What follows belongs to an exercise in optimizing a design on an open flow for small area, a short achievable clock period and few clock cycles per item; a production flow would make more cautious choices. At most, simulation tests tie the RTL to the original design; equivalence was not proved.

==> 11-06 <==
Design fe_mul51_core, start of the top module:
module fe_mul51_core (
    input  wire         clk,
    input  wire         rst_n,
    input  wire         start,
    input  wire [319:0] a,
    input  wire [319:0] b,
    output reg          ready,
    output wire [319:0] out
);
==> flow/config.mk <==
export PLATFORM = sky130hd
export DESIGN_NAME = fe_mul51_core
export DESIGN_NICKNAME = fe_mul51_core
export VERILOG_FILES = /design/flow/design.v
export SDC_FILE = /design/flow/constraint.sdc
export NUM_CORES = 8
export LEC_CHECK = 0
export CAP_MARGIN = 20
export CORE_MARGIN = 2
export CORE_UTILIZATION = 55
export PLACE_DENSITY = 0.65
export SLEW_MARGIN = 20
export SYNTH_HIERARCHICAL = 1
export SYNTH_MINIMUM_KEEP_SIZE = 0
==> flow/constraint.sdc <==
create_clock -name core_clock -period 21.0 [get_ports {clk}]
set_input_delay 4.2000 -clock core_clock [delete_from_list [all_inputs] [get_ports {clk}]]
set_output_delay 4.2000 -clock core_clock [all_outputs]
set_load 0.01 [all_outputs]
standard.sh (not shown) runs the stock make flow with config.mk's settings and CLKGATE_MAP_FILE= SYNTH_SCRIPT=/design/flow/synth_recipe.tcl, a recipe that flattens the netlist after the stock synthesis.
==> flow/flow/run.sh <==
#!/bin/bash
# Own flow: the standard layout (standard.sh: same synthesis, same SDC and
# clock period, same steps), with three optimisation settings changed:
#  - repair_timing keeps a setup slack margin of 15 ns, so that it optimises
#    towards a shorter period than the constraint;
#  - the port buffers that the flow inserts on every input and output are
#    sky130_fd_sc_hd__buf_2 instead of the delay cell buffer_ports picks by default;
#  - MATCH_CELL_FOOTPRINT=0 lets the resizer change a cell's size freely.
# Tool output goes to standard.log here and to ORFS's logs under orfs/logs.
set -euo pipefail
export SETUP_SLACK_MARGIN=15
export BUFFER_PORTS_ARGS="-buffer_cell sky130_fd_sc_hd__buf_2"
bash standard.sh MATCH_CELL_FOOTPRINT=0 finish > standard.log 2>&1
==> 01-22 (differences from 11-06) <==
--- a/flow/design.v
+++ b/flow/design.v
@@ -13176,17 +13176,18 @@
   tselq u_tsel9 (.ty(ty), .tx(tx), .g(uqg12231), .p(uqp12232), .cv(cv), .y(ysel[9]), .yq(yqsel[9]), .t(tsel[9]));
   tselq u_tsel10 (.ty(ty), .tx(tx), .g(uqg12231), .p(uqp12232), .cv(cv), .y(ysel[10]), .yq(yqsel[10]), .t(tsel[10]));
   tselq u_tsel11 (.ty(ty), .tx(tx), .g(uqg12231), .p(uqp12232), .cv(cv), .y(ysel[11]), .yq(yqsel[11]), .t(tsel[11]));
   tselq u_tsel12 (.ty(ty), .tx(tx), .g(uqg12231), .p(uqp12232), .cv(cv), .y(ysel[12]), .yq(yqsel[12]), .t(tsel[12]));
   tselq u_tsel13 (.ty(ty), .tx(tx), .g(uqg12231), .p(uqp12232), .cv(cv), .y(ysel[13]), .yq(yqsel[13]), .t(tsel[13]));
   tselq u_tsel14 (.ty(ty), .tx(tx), .g(uqg12231), .p(uqp12232), .cv(cv), .y(ysel[14]), .yq(yqsel[14]), .t(tsel[14]));
   tselq u_tsel15 (.ty(ty), .tx(tx), .g(uqg12231), .p(uqp12232), .cv(cv), .y(ysel[15]), .yq(yqsel[15]), .t(tsel[15]));
   wire [254:0] qnext;
-  wire [40:0] qlx = cv ? lxs[40:0] : Q[40:0];
+  wire [40:0] qlx;
+  hold_mux_low u_qlx (.s(cv), .a(lxs[40:0]), .b(Q[40:0]), .y(qlx));
   assign qnext[0] = yqsel[0] ? lys[0] : qlx[0];
   assign qnext[1] = yqsel[0] ? lys[1] : qlx[1];
   assign qnext[2] = yqsel[0] ? lys[2] : qlx[2];
   assign qnext[3] = yqsel[0] ? lys[3] : qlx[3];
   assign qnext[4] = yqsel[0] ? lys[4] : qlx[4];
   assign qnext[5] = yqsel[0] ? lys[5] : qlx[5];
   assign qnext[6] = yqsel[0] ? lys[6] : qlx[6];
   assign qnext[7] = yqsel[0] ? lys[7] : qlx[7];
@@ -13218,17 +13219,18 @@
   assign qnext[33] = yqsel[2] ? lys[33] : qlx[33];
   assign qnext[34] = yqsel[2] ? lys[34] : qlx[34];
   assign qnext[35] = yqsel[2] ? lys[35] : qlx[35];
   assign qnext[36] = yqsel[2] ? lys[36] : qlx[36];
   assign qnext[37] = yqsel[2] ? lys[37] : qlx[37];
   assign qnext[38] = yqsel[2] ? lys[38] : qlx[38];
   assign qnext[39] = yqsel[2] ? lys[39] : qlx[39];
   assign qnext[40] = yqsel[2] ? lys[40] : qlx[40];
-  assign qnext[41] = cv ? (cp[41] ^ (ysel[2] ? by : bx)) : Q[41];
+  wire qu0 = cp[41] ^ (ysel[2] ? by : bx);
+  hold_mux1 u_qu (.s(cv), .a(qu0), .b(Q[41]), .y(qnext[41]));
   wire [212:0] uq = cv ? up[212:0] : Q[254:42];
   rbit u_rbitq0 (.u(uq[0]), .g(1'b0), .p(1'b1), .t(tsel[2]), .r(qnext[42]));
   wire gq1 = cv & ug[0];
   rbit u_rbitq1 (.u(uq[1]), .g(gq1), .p(up[0]), .t(tsel[2]), .r(qnext[43]));
   wire gq2 = cv & uqg10947;
   rbit u_rbitq2 (.u(uq[2]), .g(gq2), .p(uqp10948), .t(tsel[2]), .r(qnext[44]));
   wire gq3 = cv & uqg11159;
   rbit u_rbitq3 (.u(uq[3]), .g(gq3), .p(uqp11160), .t(tsel[2]), .r(qnext[45]));
@@ -13706,16 +13708,22 @@
   assign e[41] = d[28];
   assign e[42] = d[29] ^ d[28];
   assign e[43] = d[30] ? (~d[29] & ~d[28]) : (d[29] & d[28]);
   assign e[44] = d[30];
   assign e[45] = d[31] ^ d[30];
   assign e[46] = d[32] ? (~d[31] & ~d[30]) : (d[31] & d[30]);
   assign e[47] = d[32];
 endmodule
+module hold_mux_low (input wire s, input wire [40:0] a, input wire [40:0] b, output wire [40:0] y);
+  assign y = s ? a : b;
+endmodule
+module hold_mux1 (input wire s, input wire a, input wire b, output wire y);
+  assign y = s ? a : b;
+endmodule
 module hold_mux (input wire s, input wire [254:0] a, input wire [254:0] b, output wire [254:0] y);
   assign y = s ? a : b;
 endmodule
 module rbit (input wire u, input wire g, input wire p, input wire t, output wire r);
   assign r = u ^ (g | (p & t));
 endmodule
 module go_gate (input wire s, input wire b, output wire g);
   assign g = s & ~b;
==> flow/flow/run.sh (replaced) <==
#!/bin/bash
# Own flow: the standard layout (standard.sh: same synthesis, same SDC and
# clock period, same steps), with three optimisation settings changed:
#  - repair_timing keeps a setup slack margin of 15.5 ns, so that it optimises
#    towards a shorter period than the constraint;
#  - the port buffers that the flow inserts on every input and output are
#    sky130_fd_sc_hd__buf_2 instead of the delay cell buffer_ports picks by default;
#  - MATCH_CELL_FOOTPRINT=0 lets the resizer change a cell's size freely.
# Tool output goes to standard.log here and to ORFS's logs under orfs/logs.
set -euo pipefail
export SETUP_SLACK_MARGIN=15.5
export BUFFER_PORTS_ARGS="-buffer_cell sky130_fd_sc_hd__buf_2"
bash standard.sh MATCH_CELL_FOOTPRINT=0 finish > standard.log 2>&1
Settings changed: CTS_CLUSTER_DIAMETER from default to 100, CTS_CLUSTER_SIZE from default to 20.
==> 12-11 (differences from 11-06) <==
--- a/flow/design.v
+++ b/flow/design.v
@@ -13176,17 +13176,18 @@
   tselq u_tsel9 (.ty(ty), .tx(tx), .g(uqg12231), .p(uqp12232), .cv(cv), .y(ysel[9]), .yq(yqsel[9]), .t(tsel[9]));
   tselq u_tsel10 (.ty(ty), .tx(tx), .g(uqg12231), .p(uqp12232), .cv(cv), .y(ysel[10]), .yq(yqsel[10]), .t(tsel[10]));
   tselq u_tsel11 (.ty(ty), .tx(tx), .g(uqg12231), .p(uqp12232), .cv(cv), .y(ysel[11]), .yq(yqsel[11]), .t(tsel[11]));
   tselq u_tsel12 (.ty(ty), .tx(tx), .g(uqg12231), .p(uqp12232), .cv(cv), .y(ysel[12]), .yq(yqsel[12]), .t(tsel[12]));
   tselq u_tsel13 (.ty(ty), .tx(tx), .g(uqg12231), .p(uqp12232), .cv(cv), .y(ysel[13]), .yq(yqsel[13]), .t(tsel[13]));
   tselq u_tsel14 (.ty(ty), .tx(tx), .g(uqg12231), .p(uqp12232), .cv(cv), .y(ysel[14]), .yq(yqsel[14]), .t(tsel[14]));
   tselq u_tsel15 (.ty(ty), .tx(tx), .g(uqg12231), .p(uqp12232), .cv(cv), .y(ysel[15]), .yq(yqsel[15]), .t(tsel[15]));
   wire [254:0] qnext;
-  wire [40:0] qlx = cv ? lxs[40:0] : Q[40:0];
+  wire [40:0] qlx;
+  hold_mux_low u_qlx (.s(cv), .a(lxs[40:0]), .b(Q[40:0]), .y(qlx));
   assign qnext[0] = yqsel[0] ? lys[0] : qlx[0];
   assign qnext[1] = yqsel[0] ? lys[1] : qlx[1];
   assign qnext[2] = yqsel[0] ? lys[2] : qlx[2];
   assign qnext[3] = yqsel[0] ? lys[3] : qlx[3];
   assign qnext[4] = yqsel[0] ? lys[4] : qlx[4];
   assign qnext[5] = yqsel[0] ? lys[5] : qlx[5];
   assign qnext[6] = yqsel[0] ? lys[6] : qlx[6];
   assign qnext[7] = yqsel[0] ? lys[7] : qlx[7];
@@ -13218,17 +13219,18 @@
   assign qnext[33] = yqsel[2] ? lys[33] : qlx[33];
   assign qnext[34] = yqsel[2] ? lys[34] : qlx[34];
   assign qnext[35] = yqsel[2] ? lys[35] : qlx[35];
   assign qnext[36] = yqsel[2] ? lys[36] : qlx[36];
   assign qnext[37] = yqsel[2] ? lys[37] : qlx[37];
   assign qnext[38] = yqsel[2] ? lys[38] : qlx[38];
   assign qnext[39] = yqsel[2] ? lys[39] : qlx[39];
   assign qnext[40] = yqsel[2] ? lys[40] : qlx[40];
-  assign qnext[41] = cv ? (cp[41] ^ (ysel[2] ? by : bx)) : Q[41];
+  wire qu0 = cp[41] ^ (ysel[2] ? by : bx);
+  hold_mux1 u_qu (.s(cv), .a(qu0), .b(Q[41]), .y(qnext[41]));
   wire [212:0] uq = cv ? up[212:0] : Q[254:42];
   rbit u_rbitq0 (.u(uq[0]), .g(1'b0), .p(1'b1), .t(tsel[2]), .r(qnext[42]));
   wire gq1 = cv & ug[0];
   rbit u_rbitq1 (.u(uq[1]), .g(gq1), .p(up[0]), .t(tsel[2]), .r(qnext[43]));
   wire gq2 = cv & uqg10947;
   rbit u_rbitq2 (.u(uq[2]), .g(gq2), .p(uqp10948), .t(tsel[2]), .r(qnext[44]));
   wire gq3 = cv & uqg11159;
   rbit u_rbitq3 (.u(uq[3]), .g(gq3), .p(uqp11160), .t(tsel[2]), .r(qnext[45]));
@@ -13706,16 +13708,22 @@
   assign e[41] = d[28];
   assign e[42] = d[29] ^ d[28];
   assign e[43] = d[30] ? (~d[29] & ~d[28]) : (d[29] & d[28]);
   assign e[44] = d[30];
   assign e[45] = d[31] ^ d[30];
   assign e[46] = d[32] ? (~d[31] & ~d[30]) : (d[31] & d[30]);
   assign e[47] = d[32];
 endmodule
+module hold_mux_low (input wire s, input wire [40:0] a, input wire [40:0] b, output wire [40:0] y);
+  assign y = s ? a : b;
+endmodule
+module hold_mux1 (input wire s, input wire a, input wire b, output wire y);
+  assign y = s ? a : b;
+endmodule
 module hold_mux (input wire s, input wire [254:0] a, input wire [254:0] b, output wire [254:0] y);
   assign y = s ? a : b;
 endmodule
 module rbit (input wire u, input wire g, input wire p, input wire t, output wire r);
   assign r = u ^ (g | (p & t));
 endmodule
 module go_gate (input wire s, input wire b, output wire g);
   assign g = s & ~b;
==> flow/flow/run.sh (replaced) <==
#!/bin/bash
# Own flow: the standard layout (standard.sh: same synthesis, same SDC and
# clock period, same steps), with three optimisation settings changed:
#  - repair_timing keeps a setup slack margin of 15.5 ns, so that it optimises
#    towards a shorter period than the constraint;
#  - the port buffers that the flow inserts on every input and output are
#    sky130_fd_sc_hd__buf_1 instead of the delay cell buffer_ports picks by default;
#  - MATCH_CELL_FOOTPRINT=0 lets the resizer change a cell's size freely.
# Tool output goes to standard.log here and to ORFS's logs under orfs/logs.
set -euo pipefail
export SETUP_SLACK_MARGIN=15.5
export BUFFER_PORTS_ARGS="-buffer_cell sky130_fd_sc_hd__buf_1"
bash standard.sh MATCH_CELL_FOOTPRINT=0 finish > standard.log 2>&1
Settings changed: CTS_CLUSTER_DIAMETER from default to 100, CTS_CLUSTER_SIZE from default to 20.
==> qor.yml <==
cts:
  clk-insertion-delay-late_ns: 1.03
critical_path:
  timing.critical_path.slowest_cell_delay_ns: 0.72
  slowest_cp_cell: "sky130_fd_sc_hd__dfxtp_1"
  critical_path_launch_point: "S[189]"
detailed_routing:
  wl_met3_um: 177000
  wl_met2_um: 422000
outcome:
  status: "finished clean"
layout:
  clock_buffer_and_inverter_area_fraction_after_layout: 0.0242
That was 11-06.
==> qor.yml <==
outcome:
  status: "finished clean"
floorplan:
  well_tap_count: 5734
  io_pins: 964
layout:
  clock_buffer_and_inverter_area_fraction_after_layout: 0.0148
  seq-cell-share: 0.108
  num-nets-final: 27700
  final_design_area_no_fill_um2: 258000
detailed_routing:
  wl_met2_um: 430000
  wl_met3_um: 176000
hold_path:
  hold_path_startpoint: "Q[105]"
critical_path:
  count_of_cell_instances_traversed_by_the_critical_path: 1
  timing.critical_path.slowest_cell_delay_ns: 0.45
  worstPathCellList: "buf_6"
  critical_path_launch_point: "Q[163]"
That was 01-22.
==> qor.yml <==
cts:
  clk-insertion-delay-late_ns: 1.05
critical_path:
  critical_path_launch_point: "Q[163]"
  slowest_cp_cell: "sky130_fd_sc_hd__dfxtp_4"
  timing.critical_path.slowest_cell_delay_ns: 0.47
detailed_routing:
  wl_met2_um: 430000
timing:
  finalMaxSlewViolations: 0
layout:
  clock_buffer_and_inverter_area_fraction_after_layout: 0.0147
outcome:
  status: "finished clean"
hold_path:
  hold_path_startpoint: "Q[49]"
That was 12-11.
Testbench counts of 01-22, summed over its fixed seeds: cycles 9,600, ops 960.
Testbench counts of 12-11, summed over its fixed seeds: cycles 9,600, ops 960.
Only the layout flow was run in 11-06; the RTL was not checked for function there.

-- what the ideal ports hide --
How much do the figures lean on ideal ports? The routed layouts below were timed once more, with nothing changed but the port constraints.
Step 1 (the two cells are an assumption about what drives the block):
set clk [get_ports {clk}]
set_driving_cell -lib_cell sky130_fd_sc_hd__clkbuf_16 $clk
set_driving_cell -lib_cell sky130_fd_sc_hd__buf_2 [delete_from_list [all_inputs] $clk]
Step 2 moves the port delays by t, midway between the first and last clock arrival at a register: inputs arrive t later, outputs are due t later. That takes back most of the time a late clock gives input paths.
a / b / c = ideal ports / drivers / drivers and shift; a / b = the first two.
run	shift t [ns]	slack for setup (ns)	hold slack, ns	slew at the worst register clock pin (ns)	pins driven straight from the clock port
11-06	1.097	14.976 / 14.879 / 14.433	0.513 / 0.513 / 0.513	0.09 / 0.09	1
01-22	1.116	15.147 / 15.007 / 14.512	0.548 / 0.548 / 0.548	0.10 / 0.10	1
12-11	1.127	15.129 / 14.997 / 14.636	0.551 / 0.551 / 0.551	0.10 / 0.10	1
After both steps every run listed still meets setup and hold. The setup slack of 01-22, which loses most, moves by -0.140 ns with the drivers and by -0.635 ns with both steps.
